From an optimization exercise on the open Yosys and OpenROAD flow, aimed at small area; shortcuts taken in it are not production practice.
Only simulation tests tie the RTL to the original design; equivalence was not proved.
The flow treats the clock pin as an ideal source, which a real chip does not have.

==> inputs of job 3354 <==
==> flow/design.v <==
module dataPath(input clk, input reset,
  output [31:0] imem_addr, input [31:0] imem_data,
  output wb1_en, output [2:0] wb1_rd, output [31:0] wb1_data,
  output wb2_en, output [2:0] wb2_rd, output [31:0] wb2_data,
  output dm_we, output [31:0] dm_addr, output [31:0] dm_wdata,
  output [3:0] flags);
  reg [31:0] pc;
  reg [6:0]  d_op1;     
  reg [4:0]  d_op2;     
  reg [8:0]  d_f1;      
  reg [10:0] d_f2;      
  reg [31:0] d_pc;      
  reg [1:0]  e_op;      
  reg        e_sub;
  reg        e_rw1, e_rw2, e_fw1, e_fw2, e_mr, e_mw;
  reg [10:0] e_f1;
  reg [10:0] e_f2;
  reg        m_rw1, m_rw2, m_fw1, m_fw2, m_mr, m_mw;
  reg [31:0] m_alu, m_addr, m_sd;
  reg [2:0]  m_rd1, m_rdl;
  reg        m_z, m_c, m_n;
  reg        w_rw1, w_rw2, w_fw1, w_fw2;
  reg [31:0] w_alu, w_ld;
  reg [2:0]  w_rd1, w_rdl;
  reg        w_z, w_c, w_n;
  reg        f_n, f_z, f_c;
  reg [31:0] rf [0:7];
  reg [31:0] dm [0:15];
  wire [4:0] op1 = d_op1[6:2];
  wire i_add  = op1 == 5'b00100;
  wire i_sub  = op1 == 5'b00011;
  wire i_cs   = op1 == 5'b01000;
  wire i_nop1 = op1 == 5'b00000;
  wire i_lw   = d_op2 == 5'b10001;
  wire i_sw   = d_op2 == 5'b10000;
  wire i_jmp  = d_op2 == 5'b11100;
  wire i_br   = d_op2 == 5'b11010;
  wire i_nop2 = d_op2 == 5'b00000;
  wire invalid = ~(i_add | i_sub | i_cs | i_nop1) | ~(i_lw | i_sw | i_jmp | i_br | i_nop2);
  wire c_rw1 = i_add | i_sub | (i_cs & d_op1[1:0] == 2'b01);
  wire c_fw1 = i_add | i_sub | i_cs;
  wire [1:0] c_op = i_add ? 2'b01 : i_sub ? 2'b10 : i_cs ? {1'b1, d_op1[0]} : 2'b00;
  wire [10:0] f1 = {d_op1[1:0], d_f1};
  wire [2:0] e_rdl = e_f2[2:0];
  wire ld_use = e_mr & (
      (i_add & e_rdl == f1[10:8]) ||
      (i_sub & (e_rdl == f1[8:6] || e_rdl == f1[5:3])) ||
      (i_cs  & (e_rdl == f1[5:3] || e_rdl == f1[2:0])) ||
      (i_lw  & e_rdl == d_f2[5:3]) ||
      (i_sw  & (e_rdl == d_f2[5:3] || e_rdl == d_f2[2:0])) ||
      i_br);
  wire br_stall = ~e_mr & i_br & ((m_mr & ~m_n) | e_fw1);
  wire stall = ld_use | br_stall;
  wire kill = stall | invalid;
  wire ovf;
  wire n_fwd = (m_fw1 & (m_n | ~m_fw2)) ? m_n : f_n;
  wire [31:0] pc4 = pc + 32'd4;
  wire [31:0] br_tgt = d_pc + {{23{d_f2[7]}}, d_f2[7:0], 1'b0};
  wire [31:0] j_tgt = {d_pc[31:12], d_f2[10:0], 1'b0};
  wire [31:0] pc_in = (invalid | ovf) ? 32'd1603 :
                      (i_br & n_fwd) ? br_tgt :
                      i_jmp ? j_tgt : pc4;
  wire [2:0] a1 = (e_op == 2'b01) ? e_f1[10:8] : e_sub ? e_f1[5:3] : e_f1[2:0];
  wire [2:0] a2 = e_sub ? e_f1[8:6] : e_f1[5:3];
  function [31:0] rdp(input [2:0] a, input [255:0] flat);
    integer k;
    reg [7:0] oh;
    begin
      oh = 8'b1 << a;
      rdp = 32'd0;
      for (k = 0; k < 8; k = k + 1) rdp = rdp | ({32{oh[k]}} & flat[32*k +: 32]);
    end
  endfunction
  wire [255:0] rff = {rf[7], rf[6], rf[5], rf[4], rf[3], rf[2], rf[1], rf[0]};
  wire [31:0] r1 = rdp(a1, rff);
  wire [31:0] r2 = rdp(a2, rff);
  wire [31:0] ra = rdp(e_f2[5:3], rff);
  wire [31:0] rs = rdp(e_f2[2:0], rff);
  wire [31:0] opb = (e_op == 2'b01) ? {{24{e_f1[7]}}, e_f1[7:0]} : r2;
  wire is_sub = e_op == 2'b10;
  wire [32:0] sum = {1'b0, r1} + {1'b0, opb ^ {32{is_sub}}} + {32'd0, is_sub};
  wire [32:0] shl = (|opb[31:6]) ? 33'd0 : ({1'b0, r1} << opb[5:0]);
  reg [31:0] res;
  reg c_f;
  always @(*) begin
    case (e_op)
      2'b01: begin res = sum[31:0]; c_f = sum[32]; end
      2'b10: begin res = sum[31:0]; c_f = ~sum[32]; end
      2'b11: begin res = shl[31:0]; c_f = shl[32]; end
      default: begin res = 32'd0; c_f = 1'b0; end
    endcase
  end
  wire bx = opb[31] ^ is_sub;
  assign ovf = (e_op == 2'b01 || e_op == 2'b10) & (r1[31] == bx) & (r1[31] != sum[31]);
  wire n_f = (e_op != 2'b00) & res[31];
  wire z_f = (e_op != 2'b00) & (res == 32'd0);
  wire [2:0] rd1 = (e_op == 2'b01) ? e_f1[10:8] : e_f1[2:0];
  wire [31:0] addr = ra + {{25{e_f2[10]}}, e_f2[10:6], 2'b00};
  wire [31:0] ld = dm[m_addr[5:2]];
  wire zf2 = i_lw & (ld == 32'd0);
  wire nf2 = i_lw & ld[31];
  always @(negedge clk) begin
    if (reset) pc <= 32'd0;
    else if (~stall) pc <= pc_in;
  end
  always @(negedge clk) begin
    if (reset | invalid | ovf) begin
      d_op1 <= 7'd0; d_op2 <= 5'd0;
    end else if (~stall) begin
      d_op1 <= imem_data[31:25]; d_op2 <= imem_data[15:11];
    end
    if (~stall) begin
      d_f1 <= imem_data[24:16]; d_f2 <= imem_data[10:0]; d_pc <= pc4;
    end
  end
  always @(negedge clk) begin
    if (reset | ovf) begin
      e_op <= 2'd0; e_rw1 <= 1'b0; e_rw2 <= 1'b0; e_fw1 <= 1'b0; e_fw2 <= 1'b0;
      e_mr <= 1'b0; e_mw <= 1'b0;
    end else begin
      e_op <= c_op;
      e_rw1 <= c_rw1 & ~kill; e_rw2 <= i_lw & ~kill;
      e_fw1 <= c_fw1 & ~kill; e_fw2 <= i_lw & ~kill;
      e_mr <= i_lw & ~kill;   e_mw <= i_sw & ~kill;
    end
    e_sub <= i_sub;
    e_f1 <= f1;
    e_f2 <= d_f2;
  end
  always @(negedge clk) begin
    if (reset | ovf) begin
      m_rw1 <= 1'b0; m_rw2 <= 1'b0; m_fw1 <= 1'b0; m_fw2 <= 1'b0; m_mr <= 1'b0; m_mw <= 1'b0;
    end else begin
      m_rw1 <= e_rw1; m_rw2 <= e_rw2; m_fw1 <= e_fw1; m_fw2 <= e_fw2; m_mr <= e_mr; m_mw <= e_mw;
    end
    m_alu <= res; m_addr <= addr; m_sd <= rs;
    m_rd1 <= rd1; m_rdl <= e_f2[2:0];
    m_z <= z_f; m_c <= c_f; m_n <= n_f;
  end
  always @(negedge clk) begin
    if (reset) begin
      w_rw1 <= 1'b0; w_rw2 <= 1'b0; w_fw1 <= 1'b0; w_fw2 <= 1'b0;
    end else begin
      w_rw1 <= m_rw1; w_rw2 <= m_rw2; w_fw1 <= m_fw1; w_fw2 <= m_fw2;
    end
    w_alu <= m_alu; w_ld <= ld; w_rd1 <= m_rd1; w_rdl <= m_rdl;
    w_z <= m_z | zf2; w_c <= m_c; w_n <= m_n | nf2;
  end
  always @(posedge clk) begin
    if (reset) begin
      f_n <= 1'b0; f_z <= 1'b0; f_c <= 1'b0;
    end else begin
      if (w_fw1 | w_fw2) begin f_n <= w_n; f_z <= w_z; end
      if (w_fw1) f_c <= w_c;
    end
  end
  wire wa = e_rw1 & ~ovf & ~reset;
  wire wb = m_rw2 & ~reset;
  wire [7:0] sel_a = wa ? (8'b1 << rd1) : 8'd0;
  wire [7:0] sel_b = wb ? ((8'b1 << m_rdl) & ~sel_a) : 8'd0;
  wire [7:0] hold = ~(sel_a | sel_b) & {8{~reset}};
  genvar g;
  generate for (g = 0; g < 8; g = g + 1) begin : rfw
    always @(negedge clk)
      rf[g] <= ({32{sel_a[g]}} & res) | ({32{sel_b[g]}} & ld) | ({32{hold[g]}} & rf[g]);
  end endgenerate
  localparam [511:0] DM_INIT = {
      32'b0, 32'b0,
      32'b00100_000_11111111__0000000000000000,
      32'b00100_001_00000010__100000000000001,
      32'b00100_000_00000110__0000000000000000,
      32'b0, 32'b0,
      32'b00011_01_000_001_000__11010_000_00000100,
      32'b01000_00001_000_001__10000_00000_000_001,
      32'b01000_01000_001_001__10001_00000_011_100,
      32'b0, 32'b0,
      32'b00100_001_00000010__11100_00000001100,
      32'b0,
      32'b00011_01_010_000_000__11010_000_00010000,
      32'b00100_000_00001010__10001_00011_001_001};
  wire [31:0] wd0 = m_sd & {32{~reset}};
  wire [31:0] wd1 = m_sd | {32{reset}};
  generate for (g = 0; g < 16; g = g + 1) begin : dmw
    wire en = reset | (m_mw & m_addr[5:2] == g);
    wire [31:0] wd = (DM_INIT[32*g +: 32] & wd1) | (~DM_INIT[32*g +: 32] & wd0);
    always @(negedge clk) if (en) dm[g] <= wd;
  end endgenerate
  assign imem_addr = pc;
  assign wb1_en = w_rw1;
  assign wb1_rd = w_rd1;
  assign wb1_data = w_alu;
  assign wb2_en = w_rw2;
  assign wb2_rd = w_rdl;
  assign wb2_data = w_ld;
  assign dm_we = m_mw;
  assign dm_addr = m_addr;
  assign dm_wdata = m_sd;
  assign flags = {f_n, f_z, f_c, 1'b0};
endmodule
==> flow/run.sh <==
#!/bin/bash
# synth_recipe.tcl (not shown) runs the flow's synth.tcl, then flattens the netlist and writes it again
# the make line also repeats each setting of config.mk as NAME=value (left out here)
make -C /OpenROAD-flow-scripts/flow DESIGN_CONFIG=/design/flow/config.mk WORK_HOME=/design/flow/orfs CLKGATE_MAP_FILE= SYNTH_SCRIPT=/design/flow/synth_recipe.tcl finish
==> flow/config.mk <==
export PLATFORM = sky130hd
export DESIGN_NAME = dataPath
export DESIGN_NICKNAME = dataPath
export VERILOG_FILES = /design/flow/design.v
export SDC_FILE = /design/flow/constraint.sdc
export NUM_CORES = 4
export LEC_CHECK = 0
export CAP_MARGIN = 20
export CORE_MARGIN = 2
export CORE_UTILIZATION = 40
export PLACE_DENSITY = 0.6
export SETUP_SLACK_MARGIN = 0.3
export SLEW_MARGIN = 20
==> flow/constraint.sdc <==
create_clock -name core_clock -period 8.0 [get_ports {clk}]
set_input_delay 1.6000 -clock core_clock [delete_from_list [all_inputs] [get_ports {clk}]]
set_output_delay 1.6000 -clock core_clock [all_outputs]
set_load 0.01 [all_outputs]
==> job 3784 (differences from job 3354) <==
--- a/flow/design.v
+++ b/flow/design.v
@@ -24,7 +24,7 @@
   reg [2:0]  w_rd1, w_rdl;
   reg        w_z, w_c, w_n;
   reg        f_n, f_z, f_c;
-  reg [31:0] rf [0:7];
+  reg [31:0] rfn [0:7];
   reg [31:0] dm [0:15];
   wire [4:0] op1 = d_op1[6:2];
   wire i_add  = op1 == 5'b00100;
@@ -71,14 +71,35 @@
       for (k = 0; k < 8; k = k + 1) rdp = rdp | ({32{oh[k]}} & flat[32*k +: 32]);
     end
   endfunction
-  wire [255:0] rff = {rf[7], rf[6], rf[5], rf[4], rf[3], rf[2], rf[1], rf[0]};
+  wire [255:0] rff = ~{rfn[7], rfn[6], rfn[5], rfn[4], rfn[3], rfn[2], rfn[1], rfn[0]};
   wire [31:0] r1 = rdp(a1, rff);
   wire [31:0] r2 = rdp(a2, rff);
   wire [31:0] ra = rdp(e_f2[5:3], rff);
   wire [31:0] rs = rdp(e_f2[2:0], rff);
   wire [31:0] opb = (e_op == 2'b01) ? {{24{e_f1[7]}}, e_f1[7:0]} : r2;
+  function [32:0] bk_add(input [31:0] a, input [31:0] b, input cin);
+    reg [31:0] gg, pp, hp;
+    integer i, d;
+    begin
+      hp = a ^ b;
+      gg = a & b;
+      pp = hp;
+      gg[0] = gg[0] | (pp[0] & cin);
+      for (d = 1; d < 32; d = d * 2)
+        for (i = 2 * d - 1; i < 32; i = i + 2 * d) begin
+          gg[i] = gg[i] | (pp[i] & gg[i - d]);
+          pp[i] = pp[i] & pp[i - d];
+        end
+      for (d = 8; d >= 1; d = d / 2)
+        for (i = 3 * d - 1; i < 32; i = i + 2 * d) begin
+          gg[i] = gg[i] | (pp[i] & gg[i - d]);
+          pp[i] = pp[i] & pp[i - d];
+        end
+      bk_add = {gg[31], hp ^ {gg[30:0], cin}};
+    end
+  endfunction
   wire is_sub = e_op == 2'b10;
-  wire [32:0] sum = {1'b0, r1} + {1'b0, opb ^ {32{is_sub}}} + {32'd0, is_sub};
+  wire [32:0] sum = bk_add(r1, opb ^ {32{is_sub}}, is_sub);
   wire [32:0] shl = (|opb[31:6]) ? 33'd0 : ({1'b0, r1} << opb[5:0]);
   reg [31:0] res;
   reg c_f;
@@ -97,8 +118,13 @@
   wire [2:0] rd1 = (e_op == 2'b01) ? e_f1[10:8] : e_f1[2:0];
   wire [31:0] addr = ra + {{25{e_f2[10]}}, e_f2[10:6], 2'b00};
   wire [31:0] ld = dm[m_addr[5:2]];
-  wire zf2 = i_lw & (ld == 32'd0);
-  wire nf2 = i_lw & ld[31];
+  reg ld_z, ld_n;
+  always @(posedge clk) begin
+    ld_z <= ld == 32'd0;
+    ld_n <= ld[31];
+  end
+  wire zf2 = i_lw & ld_z;
+  wire nf2 = i_lw & ld_n;
   always @(negedge clk) begin
     if (reset) pc <= 32'd0;
     else if (~stall) pc <= pc_in;
@@ -162,7 +188,7 @@
   genvar g;
   generate for (g = 0; g < 8; g = g + 1) begin : rfw
     always @(negedge clk)
-      rf[g] <= ({32{sel_a[g]}} & res) | ({32{sel_b[g]}} & ld) | ({32{hold[g]}} & rf[g]);
+      rfn[g] <= ~(({32{sel_a[g]}} & res) | ({32{sel_b[g]}} & ld) | ({32{hold[g]}} & ~rfn[g]));
   end endgenerate
   localparam [511:0] DM_INIT = {
       32'b0, 32'b0,
@@ -183,7 +209,7 @@
   generate for (g = 0; g < 16; g = g + 1) begin : dmw
     wire en = reset | (m_mw & m_addr[5:2] == g);
     wire [31:0] wd = (DM_INIT[32*g +: 32] & wd1) | (~DM_INIT[32*g +: 32] & wd0);
-    always @(negedge clk) if (en) dm[g] <= wd;
+    always @(posedge clk) if (en) dm[g] <= wd;
   end endgenerate
   assign imem_addr = pc;
   assign wb1_en = w_rw1;
==> flow/flow/run.sh (new file) <==
#!/bin/bash
# The standard layout (standard.sh), with three changes made through ORFS's
# own variables and hooks:
#  - synthesis runs the standard flow's synthesis script through flow/synth.tcl, which only
#    swaps the ABC script used for combinational mapping (flow/abc_map.script);
#  - flow/pre_cts.tcl keeps a single clock inverter for the falling-edge
#    registers instead of cloning one inverter per register before CTS;
#  - the port buffers start as buf_1 (the resizer may upsize them).
# Each tool's output goes to a log file in this folder (ORFS also keeps its
# per-step logs under orfs/logs).
set -euo pipefail
W=$(pwd)
cat >> "$W/config.mk" <<EOF
export PRE_CTS_TCL = $W/flow/pre_cts.tcl
export BUFFER_PORTS_ARGS = -buffer_cell sky130_fd_sc_hd__buf_1
EOF
ORIG=$(grep -o 'SYNTH_SCRIPT=[^ ]*' "$W/standard.sh" | head -1 | cut -d= -f2-)
sed -e "s#SYNTH_SCRIPT=[^ ]*#SYNTH_SCRIPT=$W/flow/synth.tcl#" "$W/standard.sh" > "$W/synth_step.sh"
FLOW_SYNTH_TCL="$ORIG" FLOW_ABC_SCRIPT="$W/flow/abc_map.script" \
  bash "$W/synth_step.sh" synth > "$W/synth_step.log" 2>&1
bash "$W/standard.sh" > "$W/standard_flow.log" 2>&1
==> flow/flow/abc_map.script (new file) <==
&get -n
&st
&dch
&nf
&put
buffer -c
topo
stime -c
upsize -c
dnsize -c
==> flow/flow/pre_cts.tcl (new file) <==
# Keep one clock inverter in front of the falling-edge registers instead of
# cloning an inverter next to every one of them; CTS buffers the inverted
# clock net like any other clock net. The shared inverter gets a clock-strength
# cell since it now drives a clock tree.
proc repair_clock_inverters {args} {
  puts "flow/pre_cts.tcl: repair_clock_inverters skipped"
  set block [ord::get_db_block]
  set clknet [$block findNet clk]
  foreach it [$clknet getITerms] {
    set inst [$it getInst]
    set master [[$inst getMaster] getName]
    if {[string match "*__inv_*" $master] || [string match "*__clkinv_*" $master]} {
      puts "flow/pre_cts.tcl: clock inverter [$inst getName] $master -> sky130_fd_sc_hd__clkinv_4"
      replace_cell [$inst getName] sky130_fd_sc_hd__clkinv_4
    }
  }
}
==> flow/flow/synth.tcl (new file) <==
# The standard flow's synthesis script (its path comes in FLOW_SYNTH_TCL), with one
# change: ABC maps the combinational logic with flow/abc_map.script (a single
# &dch/&nf mapping pass) instead of ORFS's abc_speed.script. Registers are
# mapped before ABC runs, so they are exactly the standard synthesis's.
proc abc {args} {
  set i [lsearch -exact $args -script]
  if {$i >= 0} {
    set args [lreplace $args [expr {$i + 1}] [expr {$i + 1}] $::env(FLOW_ABC_SCRIPT)]
  }
  yosys abc {*}$args
}
source $::env(FLOW_SYNTH_TCL)
==> flow/standard.sh (new file) <==
#!/bin/bash
# synth_recipe.tcl (not shown) runs the flow's synth.tcl, then flattens the netlist and writes it again
# the make line also repeats each setting of config.mk as NAME=value (left out here)
make -C /OpenROAD-flow-scripts/flow DESIGN_CONFIG=/design/flow/config.mk WORK_HOME=/design/flow/orfs CLKGATE_MAP_FILE= SYNTH_SCRIPT=/design/flow/synth_recipe.tcl "${@:-finish}"
Settings changed: BUFFER_PORTS_ARGS set to -buffer_cell sky130_fd_sc_hd__buf_1, CORE_UTILIZATION 40 to 55, CTS_BUF_LIST set to sky130_fd_sc_hd__clkbuf_8, CTS_CLUSTER_DIAMETER set to 55, CTS_CLUSTER_SIZE set to 16, PLACE_DENSITY 0.6 to 0.7, PRE_CTS_TCL set to /design/flow/flow/pre_cts.tcl.
removed: flow/run.sh
==> job 4237 (differences from job 3354) <==
--- a/flow/design.v
+++ b/flow/design.v
@@ -24,7 +24,7 @@
   reg [2:0]  w_rd1, w_rdl;
   reg        w_z, w_c, w_n;
   reg        f_n, f_z, f_c;
-  reg [31:0] rf [0:7];
+  reg [31:0] rfn [0:7];
   reg [31:0] dm [0:15];
   wire [4:0] op1 = d_op1[6:2];
   wire i_add  = op1 == 5'b00100;
@@ -71,14 +71,35 @@
       for (k = 0; k < 8; k = k + 1) rdp = rdp | ({32{oh[k]}} & flat[32*k +: 32]);
     end
   endfunction
-  wire [255:0] rff = {rf[7], rf[6], rf[5], rf[4], rf[3], rf[2], rf[1], rf[0]};
+  wire [255:0] rff = ~{rfn[7], rfn[6], rfn[5], rfn[4], rfn[3], rfn[2], rfn[1], rfn[0]};
   wire [31:0] r1 = rdp(a1, rff);
   wire [31:0] r2 = rdp(a2, rff);
   wire [31:0] ra = rdp(e_f2[5:3], rff);
   wire [31:0] rs = rdp(e_f2[2:0], rff);
   wire [31:0] opb = (e_op == 2'b01) ? {{24{e_f1[7]}}, e_f1[7:0]} : r2;
+  function [32:0] bk_add(input [31:0] a, input [31:0] b, input cin);
+    reg [31:0] gg, pp, hp;
+    integer i, d;
+    begin
+      hp = a ^ b;
+      gg = a & b;
+      pp = hp;
+      gg[0] = gg[0] | (pp[0] & cin);
+      for (d = 1; d < 32; d = d * 2)
+        for (i = 2 * d - 1; i < 32; i = i + 2 * d) begin
+          gg[i] = gg[i] | (pp[i] & gg[i - d]);
+          pp[i] = pp[i] & pp[i - d];
+        end
+      for (d = 8; d >= 1; d = d / 2)
+        for (i = 3 * d - 1; i < 32; i = i + 2 * d) begin
+          gg[i] = gg[i] | (pp[i] & gg[i - d]);
+          pp[i] = pp[i] & pp[i - d];
+        end
+      bk_add = {gg[31], hp ^ {gg[30:0], cin}};
+    end
+  endfunction
   wire is_sub = e_op == 2'b10;
-  wire [32:0] sum = {1'b0, r1} + {1'b0, opb ^ {32{is_sub}}} + {32'd0, is_sub};
+  wire [32:0] sum = bk_add(r1, opb ^ {32{is_sub}}, is_sub);
   wire [32:0] shl = (|opb[31:6]) ? 33'd0 : ({1'b0, r1} << opb[5:0]);
   reg [31:0] res;
   reg c_f;
@@ -97,8 +118,13 @@
   wire [2:0] rd1 = (e_op == 2'b01) ? e_f1[10:8] : e_f1[2:0];
   wire [31:0] addr = ra + {{25{e_f2[10]}}, e_f2[10:6], 2'b00};
   wire [31:0] ld = dm[m_addr[5:2]];
-  wire zf2 = i_lw & (ld == 32'd0);
-  wire nf2 = i_lw & ld[31];
+  reg ld_z, ld_n;
+  always @(posedge clk) begin
+    ld_z <= ld == 32'd0;
+    ld_n <= ld[31];
+  end
+  wire zf2 = i_lw & ld_z;
+  wire nf2 = i_lw & ld_n;
   always @(negedge clk) begin
     if (reset) pc <= 32'd0;
     else if (~stall) pc <= pc_in;
@@ -162,7 +188,7 @@
   genvar g;
   generate for (g = 0; g < 8; g = g + 1) begin : rfw
     always @(negedge clk)
-      rf[g] <= ({32{sel_a[g]}} & res) | ({32{sel_b[g]}} & ld) | ({32{hold[g]}} & rf[g]);
+      rfn[g] <= ~(({32{sel_a[g]}} & res) | ({32{sel_b[g]}} & ld) | ({32{hold[g]}} & ~rfn[g]));
   end endgenerate
   localparam [511:0] DM_INIT = {
       32'b0, 32'b0,
@@ -183,7 +209,7 @@
   generate for (g = 0; g < 16; g = g + 1) begin : dmw
     wire en = reset | (m_mw & m_addr[5:2] == g);
     wire [31:0] wd = (DM_INIT[32*g +: 32] & wd1) | (~DM_INIT[32*g +: 32] & wd0);
-    always @(negedge clk) if (en) dm[g] <= wd;
+    always @(posedge clk) if (en) dm[g] <= wd;
   end endgenerate
   assign imem_addr = pc;
   assign wb1_en = w_rw1;
==> flow/flow/run.sh (new file) <==
#!/bin/bash
# The standard layout (standard.sh), with three changes made through ORFS's
# own variables and hooks:
#  - synthesis runs the standard flow's synthesis script through flow/synth.tcl, which only
#    swaps the ABC script used for combinational mapping (flow/abc_map.script);
#  - flow/pre_cts.tcl keeps a single clock inverter for the falling-edge
#    registers instead of cloning one inverter per register before CTS;
#  - the port buffers start as buf_1 (the resizer may upsize them).
# Each tool's output goes to a log file in this folder (ORFS also keeps its
# per-step logs under orfs/logs).
set -euo pipefail
W=$(pwd)
cat >> "$W/config.mk" <<EOF
export PRE_CTS_TCL = $W/flow/pre_cts.tcl
export BUFFER_PORTS_ARGS = -buffer_cell sky130_fd_sc_hd__buf_1
EOF
ORIG=$(grep -o 'SYNTH_SCRIPT=[^ ]*' "$W/standard.sh" | head -1 | cut -d= -f2-)
sed -e "s#SYNTH_SCRIPT=[^ ]*#SYNTH_SCRIPT=$W/flow/synth.tcl#" "$W/standard.sh" > "$W/synth_step.sh"
FLOW_SYNTH_TCL="$ORIG" FLOW_ABC_SCRIPT="$W/flow/abc_map.script" \
  bash "$W/synth_step.sh" synth > "$W/synth_step.log" 2>&1
bash "$W/standard.sh" > "$W/standard_flow.log" 2>&1
==> flow/flow/abc_map.script (new file) <==
&get -n
&st
&dch
&nf
&put
buffer -c
topo
stime -c
upsize -c
dnsize -c
==> flow/flow/pre_cts.tcl (new file) <==
# Keep one clock inverter in front of the falling-edge registers instead of
# cloning an inverter next to every one of them; CTS buffers the inverted
# clock net like any other clock net. The shared inverter gets a clock-strength
# cell since it now drives a clock tree.
proc repair_clock_inverters {args} {
  puts "flow/pre_cts.tcl: repair_clock_inverters skipped"
  set block [ord::get_db_block]
  set clknet [$block findNet clk]
  foreach it [$clknet getITerms] {
    set inst [$it getInst]
    set master [[$inst getMaster] getName]
    if {[string match "*__inv_*" $master] || [string match "*__clkinv_*" $master]} {
      puts "flow/pre_cts.tcl: clock inverter [$inst getName] $master -> sky130_fd_sc_hd__clkinv_4"
      replace_cell [$inst getName] sky130_fd_sc_hd__clkinv_4
    }
  }
}
==> flow/flow/synth.tcl (new file) <==
# The standard flow's synthesis script (its path comes in FLOW_SYNTH_TCL), with one
# change: ABC maps the combinational logic with flow/abc_map.script (a single
# &dch/&nf mapping pass) instead of ORFS's abc_speed.script. Registers are
# mapped before ABC runs, so they are exactly the standard synthesis's.
proc abc {args} {
  set i [lsearch -exact $args -script]
  if {$i >= 0} {
    set args [lreplace $args [expr {$i + 1}] [expr {$i + 1}] $::env(FLOW_ABC_SCRIPT)]
  }
  yosys abc {*}$args
}
source $::env(FLOW_SYNTH_TCL)
==> flow/standard.sh (new file) <==
#!/bin/bash
# synth_recipe.tcl (not shown) runs the flow's synth.tcl, then flattens the netlist and writes it again
# the make line also repeats each setting of config.mk as NAME=value (left out here)
make -C /OpenROAD-flow-scripts/flow DESIGN_CONFIG=/design/flow/config.mk WORK_HOME=/design/flow/orfs CLKGATE_MAP_FILE= SYNTH_SCRIPT=/design/flow/synth_recipe.tcl "${@:-finish}"
Settings changed: BUFFER_PORTS_ARGS set to -buffer_cell sky130_fd_sc_hd__buf_1, CORE_UTILIZATION 40 to 60, CTS_BUF_LIST set to sky130_fd_sc_hd__clkbuf_8, CTS_CLUSTER_DIAMETER set to 55, CTS_CLUSTER_SIZE set to 16, PLACE_DENSITY 0.6 to 0.75, PRE_CTS_TCL set to /design/flow/flow/pre_cts.tcl.
removed: flow/run.sh
==> run summary <==
Of job 4237 and job 3354, job 3354 has the higher synthesized cell count (gap about 10%, measured against job 3354). The highest via count belongs to job 3354, the lowest to job 3784. Die area, highest first: job 3354, job 3784, job 4237. The lowest non-clock buffer count belongs to job 3784, the highest to job 3354. The lowest sequential share of layout area belongs to job 3354, the highest to job 3784.
